Background: an optimization exercise with open tools, aiming at small area, a short achievable clock period and few clock cycles per item. Do not read the settings as production practice. Function was checked by simulation only, so behaviour that the tests miss may differ from the original. Power and IR drop assume default switching activity.

==> inputs of job 7848 <==
==> flow/design.v (excerpt) <==
module processor (
    input  logic        clock,
    input  logic        reset,
    output logic [7:0]  memAddr,
    input  logic [15:0] memDataIn,
    output logic        wbEn,
    output logic [3:0]  wbAddr,
    output logic [31:0] wbData
);
==> module processor, before the edit <==
module processor (
    input  logic        clock,
    input  logic        reset,
    output logic [7:0]  memAddr,
    input  logic [15:0] memDataIn,
    output logic        wbEn,
    output logic [3:0]  wbAddr,
    output logic [31:0] wbData
);
    localparam MULB = 119;
    logic stall;
    logic [7:0]  pc;
    logic [15:0] ir;
    logic        irValid;
    assign memAddr = pc;
    always_ff @(posedge clock or negedge reset) begin
        if (!reset) begin
            pc      <= 8'd0;
            irValid <= 1'b0;
        end else if (!stall) begin
            pc      <= pc + 8'd1;
            irValid <= 1'b1;
        end
    end
    always_ff @(posedge clock) if (!stall) ir <= memDataIn;
    logic [31:0] rf [0:15];
    always_ff @(posedge clock) begin
        if (wbEn) rf[wbAddr] <= wbData;
    end
    logic [3:0] ra, rb, rd;
    logic       imm, irMul;
    assign ra    = ir[7:4];
    assign rb    = ir[3:0];
    assign rd    = ir[11:8];
    assign imm   = ir[12];
    assign irMul = (ir[15:13] == 3'd3) || (ir[15:13] == 3'd4);
    logic [31:0] exA, exB;
    logic [2:0]  exOp;
    logic [3:0]  exRd;
    logic        exValid, exMul;
    logic        exFA, exFB;
    logic [31:0] m2Res;
    logic [MULB-1:0] m2P;
    logic        m2Mul;
    logic [3:0]  m2Rd;
    logic        m2Valid;
    logic depA1, depB1, depA2, depB2, depA3, depB3;
    assign depA1 = exValid && (exRd == ra);
    assign depB1 = exValid && (exRd == rb) && !imm;
    assign depA2 = m2Valid && (m2Rd == ra);
    assign depB2 = m2Valid && (m2Rd == rb) && !imm;
    assign depA3 = wbEn && (wbAddr == ra);
    assign depB3 = wbEn && (wbAddr == rb);
    assign stall = irValid && (((depA1 || depB1) && (irMul || exMul)) ||
                               ((depA2 || depB2) && m2Mul));
    logic [15:0] selA, selB;
    logic        bypA2, bypB2, bypA3, bypB3;
    assign bypA2 = depA2;
    assign bypB2 = m2Valid && (m2Rd == rb);
    assign bypA3 = depA3 && !bypA2;
    assign bypB3 = depB3 && !bypB2;
    always_comb begin
        for (int i = 0; i < 16; i++) begin
            selA[i] = (ra == i[3:0]) && !bypA2 && !bypA3;
            selB[i] = (rb == i[3:0]) && !bypB2 && !bypB3;
        end
    end
    logic [31:0] rdA, rdB, rfB;
    always_comb begin
        rdA = ({32{bypA2}} & m2Res) | ({32{bypA3}} & wbData);
        rfB = ({32{bypB2}} & m2Res) | ({32{bypB3}} & wbData);
        for (int i = 0; i < 16; i++) begin
            rdA = rdA | ({32{selA[i]}} & rf[i]);
            rfB = rfB | ({32{selB[i]}} & rf[i]);
        end
    end
    assign rdB = imm ? {{24{ir[7]}}, ir[7:0]} : rfB;
    always_ff @(posedge clock) begin
        exA  <= rdA;
        exB  <= rdB;
        exOp <= ir[15:13];
        exRd <= rd;
    end
    always_ff @(posedge clock or negedge reset) begin
        if (!reset) begin
            exValid <= 1'b0;
            exMul   <= 1'b0;
            exFA    <= 1'b0;
            exFB    <= 1'b0;
        end else begin
            exValid <= irValid && !stall;
            exMul   <= irValid && !stall && irMul;
            exFA    <= depA1;
            exFB    <= depB1;
        end
    end
    logic [31:0] a, b, sum, res;
    assign a = exFA ? m2Res : exA;
    assign b = exFB ? m2Res : exB;
    logic [31:0] sumRR, sumFR, sumRF;
    assign sumRR = exA + exB;
    assign sumFR = m2Res + exB;
    assign sumRF = exA + m2Res;
    always_comb begin
        case ({exFA, exFB})
            2'b00:   sum = sumRR;
            2'b10:   sum = sumFR;
            2'b01:   sum = sumRF;
            default: sum = {m2Res[30:0], 1'b0};
        endcase
    end
    always_comb begin
        case (exOp)
            3'd0: res = sum;
            3'd1: res = a & b;
            3'd2: res = a | b;
            3'd5: res = a >> b[4:0];
            default: res = a;
        endcase
    end
    logic [MULB-1:0] mulP;
    mul_s1 mulStage1 (.A(exA), .B(exB), .S(exOp[2]), .P(mulP));
    always_ff @(posedge clock) begin
        m2Res <= res;
        m2P   <= mulP;
        m2Rd  <= exRd;
    end
    always_ff @(posedge clock or negedge reset) begin
        if (!reset) begin
            m2Valid <= 1'b0;
            m2Mul   <= 1'b0;
        end else begin
            m2Valid <= exValid;
            m2Mul   <= exMul;
        end
    end
    logic [31:0] mulY;
    mul_s2 mulStage2 (.P(m2P), .Y(mulY));
    always_ff @(posedge clock or negedge reset) begin
        if (!reset) wbEn <= 1'b0;
        else        wbEn <= m2Valid;
    end
    always_ff @(posedge clock) begin
        wbAddr <= m2Rd;
        wbData <= m2Mul ? mulY : m2Res;
    end
endmodule
export LEC_CHECK = 0
export CAP_MARGIN = 20
export CORE_MARGIN = 2
export CORE_UTILIZATION = 40
export PLACE_DENSITY = 0.6
export SLEW_MARGIN = 20
create_clock -name core_clock -period 10.0 [get_ports {clock}]
standard.sh (not shown) runs the stock make flow with config.mk's settings and CLKGATE_MAP_FILE= SYNTH_SCRIPT=/design/flow/synth_recipe.tcl, a recipe that flattens the netlist after the stock synthesis.
==> flow/flow/run.sh <==
#!/bin/bash
set -euo pipefail
W=$(pwd)
F=$W/flow
sed 's#log_cmd abc {\*}\$abc_args#log_cmd abc {*}[lreplace $abc_args 1 1 '"$F"'/abc_delay.script]#' \
    "$FLOW_HOME/scripts/synth.tcl" > "$W/synth_core.tcl"
grep -q abc_delay.script "$W/synth_core.tcl"
sed "s#source \$::env(SCRIPTS_DIR)/synth.tcl#source $W/synth_core.tcl#" synth_recipe.tcl > "$W/synth_top.tcl"
grep -q synth_core.tcl "$W/synth_top.tcl"
sed "s#SYNTH_SCRIPT=[^ ]*#SYNTH_SCRIPT=$W/synth_top.tcl#" standard.sh > "$W/standard_mod.sh"
grep -q synth_top.tcl "$W/standard_mod.sh"
export ADDER_MAP_FILE=
export SETUP_SLACK_MARGIN=${SETUP_SLACK_MARGIN_OVERRIDE:-6.5}
bash "$W/standard_mod.sh" > "$W/standard.log" 2>&1
==> flow/flow/abc_delay.script <==
&get -n
&st
&dch
&nf -D 2000
&put
buffer -c
topo
stime -c
upsize -c
dnsize -c
==> inputs of job 2046, as changes to job 7848 <==
--- a/flow/design.v
+++ b/flow/design.v
@@ -962,7 +962,7 @@
     assign depB2 = m2Valid && (m2Rd == rb) && !imm;
     assign depA3 = wbEn && (wbAddr == ra);
     assign depB3 = wbEn && (wbAddr == rb);
-    assign stall = irValid && (((depA1 || depB1) && (irMul || exMul)) ||
+    assign stall = irValid && ((depA1 && exMul) || (depB1 && (irMul || exMul)) ||
                                ((depA2 || depB2) && m2Mul));
     logic [15:0] selA, selB;
     logic        bypA2, bypB2, bypA3, bypB3;
@@ -1008,18 +1008,7 @@
     logic [31:0] a, b, sum, res;
     assign a = exFA ? m2Res : exA;
     assign b = exFB ? m2Res : exB;
-    logic [31:0] sumRR, sumFR, sumRF;
-    assign sumRR = exA + exB;
-    assign sumFR = m2Res + exB;
-    assign sumRF = exA + m2Res;
-    always_comb begin
-        case ({exFA, exFB})
-            2'b00:   sum = sumRR;
-            2'b10:   sum = sumFR;
-            2'b01:   sum = sumRF;
-            default: sum = {m2Res[30:0], 1'b0};
-        endcase
-    end
+    assign sum = a + b;
     always_comb begin
         case (exOp)
             3'd0: res = sum;
@@ -1030,7 +1019,7 @@
         endcase
     end
     logic [MULB-1:0] mulP;
-    mul_s1 mulStage1 (.A(exA), .B(exB), .S(exOp[2]), .P(mulP));
+    mul_s1 mulStage1 (.A(a), .B(exB), .S(exOp[2]), .P(mulP));
     always_ff @(posedge clock) begin
         m2Res <= res;
         m2P   <= mulP;
--- a/flow/flow/run.sh
+++ b/flow/flow/run.sh
@@ -10,5 +10,5 @@
 sed "s#SYNTH_SCRIPT=[^ ]*#SYNTH_SCRIPT=$W/synth_top.tcl#" standard.sh > "$W/standard_mod.sh"
 grep -q synth_top.tcl "$W/standard_mod.sh"
 export ADDER_MAP_FILE=
-export SETUP_SLACK_MARGIN=${SETUP_SLACK_MARGIN_OVERRIDE:-6.5}
+export SETUP_SLACK_MARGIN=6.5
 bash "$W/standard_mod.sh" > "$W/standard.log" 2>&1
==> summary.txt <==
In job 7848 the clock power is higher than in job 2046, by about 7%.
In flip-flop and latch count, job 7848 and job 2046 do not differ.
Job 7848 completed without violations. Job 2046 completed with no timing, DRC or antenna violations.
Of job 2046 and job 7848, job 7848 has the higher non-clock buffer count (gap 123).
In job 7848 the via count is higher than in job 2046, by 13%.
In job 2046 the hold slack is better than in job 7848, by 3.5 ps.
Against job 7848, the total power of job 2046 is lower by 4.7%.
Between job 2046 and job 7848, the lower worst setup slack is in job 7848 (gap 320 ps).
Testbench counts of job 7848, summed over its fixed seeds: cycles 2,264, instrs 2,048.
Testbench counts of job 2046, summed over its fixed seeds: cycles 2,238, instrs 2,048.

afterwards: timing with drivers on the ports:
Ports are ideal in the flow. The routed layouts listed here were re-timed in OpenROAD. Step 1, drivers: a clkbuf_16 drives clock and a buf_2 each remaining input, both assumed. Step 2, shift: input delay + t, output delay - t, t = (earliest + latest rising clock arrival at the registers) / 2. This alone moves slack from input paths to output paths. Slacks: no drivers / after step 1 / after step 2; pairs: no drivers / after step 1.
| run | shift t [ns] | slack for setup (ns) | worst register clock-pin slew, ns | worst slew at a driven data input, ns |
|---|---|---|---|---|
| job 7848 | 0.751 | 6.079 / 6.079 / 6.079 | 0.07 / 0.07 | 0.05 |
| job 2046 | 0.756 | 6.395 / 6.395 / 6.395 | 0.07 / 0.07 | 0.04 |
After both steps every run listed still meets setup and hold.
